This is an optimization exercise on Yosys and OpenROAD, whose aim is small area and a short achievable clock period, not a production implementation. At most, simulation tests tie the RTL to the original design; equivalence was not proved. Power is estimated from default activity; no workload was simulated.

## alu_top
module alu_top(CLK, OP1, OP2, OPRN, OUT, ZERO);
	input CLK;
	input [31:0] OP1;
	input [31:0] OP2;
	input [5:0] OPRN;
	output [31:0] OUT;
	output ZERO;
	reg [31:0] op1_q, op2_q;
	reg [5:0] oprn_q;
	reg [31:0] out_q;
	reg zero_q;
	wire [31:0] alu_out;
	wire alu_zero;
	ALU alu_inst(alu_out, alu_zero, op1_q, op2_q, oprn_q);
	always @(posedge CLK) begin
		op1_q <= OP1;
		op2_q <= OP2;
		oprn_q <= OPRN;
		out_q <= alu_out;
		zero_q <= alu_zero;
	end
	assign OUT = out_q;
	assign ZERO = zero_q;
endmodule
Settings: LEC_CHECK=0, CAP_MARGIN=50, CORE_MARGIN=2, CORE_UTILIZATION=40, SLEW_MARGIN=70, SYNTH_HIERARCHICAL=1, SYNTH_MINIMUM_KEEP_SIZE=0; clock period 29.5 ns.
run.sh (not shown) runs the stock make flow with config.mk's settings and CLKGATE_MAP_FILE= SYNTH_SCRIPT=/design/flow/synth_recipe.tcl, a recipe that flattens the netlist after the stock synthesis.
Edit:
==> flow/flow/run.sh (new file) <==
#!/bin/bash
set -euo pipefail
bash standard.sh SETUP_SLACK_MARGIN=23 finish > standard_flow.log 2>&1
==> flow/standard.sh (new file) <==
#!/bin/bash
# synth_recipe.tcl (not shown) runs the flow's synth.tcl, then flattens the netlist and writes it again
# the make line also repeats each setting of config.mk as NAME=value (left out here)
make -C /OpenROAD-flow-scripts/flow DESIGN_CONFIG=/design/flow/config.mk WORK_HOME=/design/flow/orfs CLKGATE_MAP_FILE= SYNTH_SCRIPT=/design/flow/synth_recipe.tcl "${@:-finish}"
--- a/flow/config.mk
+++ b/flow/config.mk
@@ -6,8 +6,8 @@
 export NUM_CORES = 4
 export LEC_CHECK = 0
-export CAP_MARGIN = 50
+export CAP_MARGIN = 20
 export CORE_MARGIN = 2
 export CORE_UTILIZATION = 40
-export SLEW_MARGIN = 70
+export SLEW_MARGIN = 20
 export SYNTH_HIERARCHICAL = 1
 export SYNTH_MINIMUM_KEEP_SIZE = 0
removed: flow/run.sh
After rerunning: Total power grows by 33%; maximum frequency grows by 23%; non-clock buffer count came out higher by 177; sequential power came out higher by about 4%; setup slack gains 1.7 ns.
Edit:
==> flow/run.sh (new file) <==
#!/bin/bash
# synth_recipe.tcl (not shown) runs the flow's synth.tcl, then flattens the netlist and writes it again
# the make line also repeats each setting of config.mk as NAME=value (left out here)
make -C /OpenROAD-flow-scripts/flow DESIGN_CONFIG=/design/flow/config.mk WORK_HOME=/design/flow/orfs CLKGATE_MAP_FILE= SYNTH_SCRIPT=/design/flow/synth_recipe.tcl finish
removed: flow/flow/run.sh
removed: flow/standard.sh
After rerunning: The new run completed with no timing, DRC or antenna violations; power is lower by 26%; routed wire length drops by 15%; clock skew climbs by 0.0049 ns; worst hold slack is worse by 0.011 ns; synthesized area does not change.
No functional check of the RTL was part of any run of this note.

* * *

Setup of v38:
Another version of the RTL of alu_top (not shown whole).
==> flow/design.v (excerpt) <==
module alu_top(CLK, OP1, OP2, OPRN, OUT, ZERO);
	input CLK;
	input [31:0] OP1;
	input [31:0] OP2;
	input [5:0] OPRN;
	output [31:0] OUT;
	output ZERO;
	reg [31:0] op1_q, op2_q;
	reg [5:0] oprn_q;
	reg [31:0] out_q;
	reg zero_q;
	wire [31:0] alu_out;
	wire alu_zero;
	ALU alu_inst(alu_out, alu_zero, op1_q, op2_q, oprn_q);
	always @(posedge CLK) begin
		op1_q <= OP1;
		op2_q <= OP2;
		oprn_q <= OPRN;
		out_q <= alu_out;
		zero_q <= alu_zero;
	end
	assign OUT = out_q;
	assign ZERO = zero_q;
endmodule
Settings: LEC_CHECK=0, CAP_MARGIN=20, CORE_MARGIN=2, CORE_UTILIZATION=40, SLEW_MARGIN=20, SYNTH_HIERARCHICAL=1, SYNTH_MINIMUM_KEEP_SIZE=0; clock period 29.5 ns.
standard.sh (not shown) runs the stock make flow with config.mk's settings and CLKGATE_MAP_FILE= SYNTH_SCRIPT=/design/flow/synth_recipe.tcl, a recipe that flattens the netlist after the stock synthesis.
==> flow/flow/run.sh <==
#!/bin/bash
set -euo pipefail
bash standard.sh "BUFFER_PORTS_ARGS=-buffer_cell sky130_fd_sc_hd__buf_1" SETUP_SLACK_MARGIN=22 finish > standard_flow.log 2>&1
The flow did not stop early for v38: all stages ran, and the layout cleared the timing, DRC and antenna checks.
Relative to v38, the following input files were edited for v17:
==> flow/flow/run.sh <==
#!/bin/bash
set -euo pipefail
bash standard.sh "BUFFER_PORTS_ARGS=-buffer_cell sky130_fd_sc_hd__buf_1" SETUP_SLACK_MARGIN=22.5 finish > standard_flow.log 2>&1
Results
v17 | status: complete | timing, DRC, antenna: pass. The lower overall routed net length of v17 and v38 is in v38. v38 has a higher global placement routability congestion than v17. v17 vs v38: largest vdd supply drop down. Of v17 and v38, the run reporting the higher post-route core utilization was v17. Lower average wire per standard cell was reported by v38, not v17. v17 against v38: sum of internal, switching and leakage power has increased, buffers plus inverters on the worst setup path has increased, final area has increased, total internal power has increased. Worst setup slack in v17 is 0.11 ns below v38.

* * *

== run 1 ==
Another version of the RTL of alu_top (not shown whole).
Size in the first run: ~1900 cells after synthesis, roughly 100 I/O pins, ~17000 sq um of cells after synthesis.
## alu_top
module alu_top(CLK, OP1, OP2, OPRN, OUT, ZERO);
	input CLK;
	input [31:0] OP1;
	input [31:0] OP2;
	input [5:0] OPRN;
	output [31:0] OUT;
	output ZERO;
	reg [31:0] op1_q, op2_q;
	reg [5:0] oprn_q;
	reg [31:0] out_q;
	reg zero_q;
	wire [31:0] alu_out;
	wire alu_zero;
	ALU alu_inst(alu_out, alu_zero, op1_q, op2_q, oprn_q);
	always @(posedge CLK) begin
		op1_q <= OP1;
		op2_q <= OP2;
		oprn_q <= OPRN;
		out_q <= alu_out;
		zero_q <= alu_zero;
	end
	assign OUT = out_q;
	assign ZERO = zero_q;
endmodule
==> flow/config.mk <==
export PLATFORM = sky130hd
export DESIGN_NAME = alu_top
export DESIGN_NICKNAME = alu_top
export VERILOG_FILES = /design/flow/design.v
export SDC_FILE = /design/flow/constraint.sdc
export NUM_CORES = 4
export LEC_CHECK = 0
export CAP_MARGIN = 20
export CORE_MARGIN = 2
export CORE_UTILIZATION = 40
export CTS_BUF_LIST = sky130_fd_sc_hd__clkbuf_4 sky130_fd_sc_hd__clkbuf_8
export SLEW_MARGIN = 20
export SYNTH_HIERARCHICAL = 1
export SYNTH_MINIMUM_KEEP_SIZE = 0
==> flow/constraint.sdc <==
create_clock -name core_clock -period 29.5 [get_ports {CLK}]
set_input_delay 5.9000 -clock core_clock [delete_from_list [all_inputs] [get_ports {CLK}]]
set_output_delay 5.9000 -clock core_clock [all_outputs]
set_load 0.01 [all_outputs]
==> flow/flow/run.sh <==
#!/bin/bash
set -euo pipefail
bash standard.sh "BUFFER_PORTS_ARGS=-buffer_cell sky130_fd_sc_hd__buf_1" SETUP_SLACK_MARGIN=21.5 finish > standard_flow.log 2>&1
Run 1 completed; timing, DRC and antenna clean
## Diff of input files: run 2 against run 1
diff --git a/flow/config.mk b/flow/config.mk
--- a/flow/config.mk
+++ b/flow/config.mk
@@ -8,6 +8,5 @@
 export CAP_MARGIN = 20
 export CORE_MARGIN = 2
-export CORE_UTILIZATION = 40
-export CTS_BUF_LIST = sky130_fd_sc_hd__clkbuf_4 sky130_fd_sc_hd__clkbuf_8
+export CORE_UTILIZATION = 65
 export SLEW_MARGIN = 20
 export SYNTH_HIERARCHICAL = 1
[summary]
- Comparing run 1 and run 2, the higher met1 demand-to-capacity share in global routing is on run 2.
- Diff run 1 -> run 2: detailed route wirelength on metal2 now sits lower; routed wire length moved down; met3 track demand over resource in global routing now sits higher; area of the placeable core dropped about 40%.
- Lower post-layout instance area among run 1 and run 2: run 2
- Compared with run 1, the detailed router inserted more vias in run 2.
- [compare] base=run 1 new=run 2: sequential share of layout area flat, overall global routing resource usage up 16 points, combinational share of power down 2.7 points, post-layout worst setup margin up 68 ps.
Edits applied to the flow inputs when going from run 2 to run 3:
==> flow/flow/run.sh <==
#!/bin/bash
set -euo pipefail
bash standard.sh SETUP_SLACK_MARGIN=21.5 finish > standard_flow.log 2>&1
diff --git a/flow/config.mk b/flow/config.mk
--- a/flow/config.mk
+++ b/flow/config.mk
@@ -8,5 +8,5 @@
 export CAP_MARGIN = 20
 export CORE_MARGIN = 2
-export CORE_UTILIZATION = 65
+export CORE_UTILIZATION = 40
 export SLEW_MARGIN = 20
 export SYNTH_HIERARCHICAL = 1
Notes after the runs:
- On total power after layout, run 3 does worse than run 2.
- Summary of run 3 over run 2: global router's overall resource usage now smaller; maximum fanout encountered on the critical timing path decreased about 10%; delay of the slowest cell on the worst path now sits lower; worst hold slack went down by 40 ps.
- Run 3 finished every step from synthesis to the final layout, and the layout passed the timing, DRC and antenna checks.
- Combined area of the multi-input logic cells | run 3 above run 2
- Data required time at the worst endpoint: run 2 vs run 3 — no meaningful difference
Modified inputs, run 4 compared to run 3
==> flow/flow/run.sh <==
#!/bin/bash
set -euo pipefail
bash standard.sh "BUFFER_PORTS_ARGS=-buffer_cell sky130_fd_sc_hd__buf_1" SETUP_SLACK_MARGIN=21.5 finish > standard_flow.log 2>&1
[summary]
Taking run 3 as the reference, in run 4 post-synthesis to final-layout area growth fell by 4.9 points; routing usage on met1 fell by 1.9 points; via count fell by 1.0%; fraction of area in registers rose by 0.45 points.
Worst setup slack: lower on run 4
Run 4: flow completed, timing, DRC and antenna clean
Compared with run 3, in run 4 power now smaller; estimated wirelength of the detail-placed design moved down; final core utilization lower.

* * *

## build 39
alu_top, a different RTL version from the one above (not shown whole).
Size: ~1800 cells after synthesis, ~100 I/O pins, roughly 17000 µm² of cells after synthesis.
==> flow/design.v (excerpt) <==
module alu_top(CLK, OP1, OP2, OPRN, OUT, ZERO);
	input CLK;
	input [31:0] OP1;
	input [31:0] OP2;
	input [5:0] OPRN;
	output [31:0] OUT;
	output ZERO;
	reg [31:0] op1_q, op2_q;
	reg [5:0] oprn_q;
	reg [31:0] out_q;
	reg zero_q;
	wire [31:0] alu_out;
	wire alu_zero;
	ALU alu_inst(alu_out, alu_zero, op1_q, op2_q, oprn_q);
	always @(posedge CLK) begin
		op1_q <= OP1;
		op2_q <= OP2;
		oprn_q <= OPRN;
		out_q <= alu_out;
		zero_q <= alu_zero;
	end
	assign OUT = out_q;
	assign ZERO = zero_q;
endmodule
==> flow/config.mk <==
export PLATFORM = sky130hd
export DESIGN_NAME = alu_top
export DESIGN_NICKNAME = alu_top
export VERILOG_FILES = /design/flow/design.v
export SDC_FILE = /design/flow/constraint.sdc
export NUM_CORES = 4
export LEC_CHECK = 0
export CAP_MARGIN = 0
export CORE_MARGIN = 2
export CORE_UTILIZATION = 40
export CTS_BUF_LIST = sky130_fd_sc_hd__clkbuf_8
export SLEW_MARGIN = 0
export SYNTH_HIERARCHICAL = 1
export SYNTH_MINIMUM_KEEP_SIZE = 0
==> flow/constraint.sdc <==
create_clock -name core_clock -period 29.5 [get_ports {CLK}]
set_input_delay 5.9000 -clock core_clock [delete_from_list [all_inputs] [get_ports {CLK}]]
set_output_delay 5.9000 -clock core_clock [all_outputs]
set_load 0.01 [all_outputs]
==> flow/flow/run.sh <==
#!/bin/bash
set -euo pipefail
bash standard.sh "BUFFER_PORTS_ARGS=-buffer_cell sky130_fd_sc_hd__buf_1" SETUP_SLACK_MARGIN=22.5 finish > standard_flow.log 2>&1
Build 39 reached the final stage; the timing, DRC and antenna checks on its layout passed.
--- input diff build 39..build 96 ---
==> flow/flow/run.sh <==
#!/bin/bash
set -euo pipefail
bash standard.sh "BUFFER_PORTS_ARGS=-buffer_cell sky130_fd_sc_hd__buf_1" SETUP_SLACK_MARGIN=22.6 finish > standard_flow.log 2>&1
==> comparison <==
Build 96: all stages complete, timing, DRC and antenna checks passed. Summary of build 96 over build 39: final cell count level; number of nets in the layout level; via count moved down; total power moved up. Build 96 vs. build 39: worst setup slack saw an increase, critical path depth up 4.3%. Build 96 vs. build 39: maximum vdd drop went down by 5.0%; met3 track demand over resource in global routing was more or less identical. Core utilization in build 96 is 0.37 points higher than in build 39.
--- input diff build 96..build 33 ---
# build 96
export LEC_CHECK = 0
export CAP_MARGIN = 0
export CORE_MARGIN = 2
export CORE_UTILIZATION = 40
export CTS_BUF_LIST = sky130_fd_sc_hd__clkbuf_8
export SLEW_MARGIN = 0
export SYNTH_HIERARCHICAL = 1
export SYNTH_MINIMUM_KEEP_SIZE = 0
create_clock -name core_clock -period 29.5 [get_ports {CLK}]
# build 33
export LEC_CHECK = 0
export ABC_AREA = 1
export CAP_MARGIN = 0
export CORE_MARGIN = 2
export CORE_UTILIZATION = 40
export CTS_BUF_LIST = sky130_fd_sc_hd__clkbuf_8
export SLEW_MARGIN = 0
export SYNTH_HIERARCHICAL = 1
export SYNTH_MINIMUM_KEEP_SIZE = 0
create_clock -name core_clock -period 29.5 [get_ports {CLK}]
Findings:
The final layout from build 33, which completed every stage, passed the timing, DRC and antenna checks at the end of the flow. The wire length per cell after detailed routing number comes out higher for build 96 vs build 33. Routing usage on met3: build 33 vs build 96 down 1.2 points. In build 33 the HPWL reported at the end of detailed placement turned out about 23% higher than in build 96. On number of nets in the layout, the lower figure sits with build 96, not build 33. Cmp build 33 vs build 96: setup slack higher in build 33. Compared with build 96, build 33 degrades net switching power of the design.
> inputs changed (build 33 -> build 8)
# build 33
export LEC_CHECK = 0
export ABC_AREA = 1
export CAP_MARGIN = 0
export CORE_MARGIN = 2
export CORE_UTILIZATION = 40
export CTS_BUF_LIST = sky130_fd_sc_hd__clkbuf_8
export SLEW_MARGIN = 0
export SYNTH_HIERARCHICAL = 1
export SYNTH_MINIMUM_KEEP_SIZE = 0
create_clock -name core_clock -period 29.5 [get_ports {CLK}]
# build 8
export LEC_CHECK = 0
export CAP_MARGIN = 20
export CORE_MARGIN = 2
export CORE_UTILIZATION = 40
export CTS_BUF_LIST = sky130_fd_sc_hd__clkbuf_8
export SLEW_MARGIN = 20
export SYNTH_HIERARCHICAL = 1
export SYNTH_MINIMUM_KEEP_SIZE = 0
create_clock -name core_clock -period 29.5 [get_ports {CLK}]
==> flow/flow/run.sh <==
#!/bin/bash
set -euo pipefail
bash standard.sh "BUFFER_PORTS_ARGS=-buffer_cell sky130_fd_sc_hd__buf_1" SETUP_SLACK_MARGIN=22.7 finish > standard_flow.log 2>&1
### Flow results
Build 33 was carried through to the last stage, and its layout satisfied the timing, DRC and antenna checks.
Build 8 did not stop at any stage, and its layout met the timing, DRC and antenna checks.
Relative to build 33, the post-route worst setup slack of build 8 is lower by 0.031 ns.
Power is lower on build 33
Build 8 vs build 33, aggregate routed wire length went down by 8400 µm.
The utilization after layout of build 8 is higher than that of build 33.
Part of the total power dissipated in combinational logic came out lower on build 8 than on build 33.
Compared with build 33, in build 8 first-pass detailed-route iteration total now sits higher, sequential power now sits higher.

[static timing again, ports no longer ideal]
No port has a modelled driver above. Below, the same layouts with a new extraction and two added sets of constraints. Step 1, drivers: a clkbuf_16 drives CLK and a buf_2 each remaining input, both assumed. Step 2 moves the port delays by t, midway between the first and last clock arrival at a register: inputs arrive t later, outputs are due t later. That takes back most of the time a late clock gives input paths. a / b / c = ideal ports / drivers / drivers and shift; a / b = the first two.
| run | shift t [ns] | setup WS [ns] | slew at the worst register clock pin (ns) | worst data-port slew with drivers (ns) |
|---|---|---|---|---|
| the first run of note 1 | 0.397 | 20.338 / 20.338 / 20.338 | 0.08 / 0.08 | 0.07 |
| the second run of note 1 | 0.397 | 22.077 / 22.077 / 22.077 | 0.08 / 0.08 | 0.06 |
| the third run of note 1 | 0.391 | 19.409 / 19.409 / 19.409 | 0.08 / 0.08 | 0.07 |
| v38 | 0.409 | 22.114 / 22.114 / 22.114 | 0.07 / 0.07 | 0.04 |
| v17 | 0.407 | 22.005 / 22.005 / 22.005 | 0.09 / 0.09 | 0.04 |
| run 1 | 0.424 | 21.571 / 21.571 / 21.571 | 0.12 / 0.12 | 0.05 |
| run 2 | 0.395 | 21.639 / 21.639 / 21.639 | 0.08 / 0.08 | 0.04 |
| run 3 | 0.384 | 21.660 / 21.660 / 21.660 | 0.08 / 0.08 | 0.06 |
| run 4 | 0.388 | 21.553 / 21.553 / 21.553 | 0.08 / 0.08 | 0.05 |
| build 39 | 0.415 | 22.585 / 22.585 / 22.585 | 0.11 / 0.11 | 0.03 |
| build 96 | 0.411 | 22.680 / 22.674 / 22.680 | 0.11 / 0.11 | 0.03 |
| build 33 | 0.430 | 22.743 / 22.697 / 22.857 | 0.11 / 0.11 | 0.04 |
| build 8 | 0.421 | 22.712 / 22.681 / 22.765 | 0.12 / 0.12 | 0.03 |
After both steps every run listed still meets setup and hold.
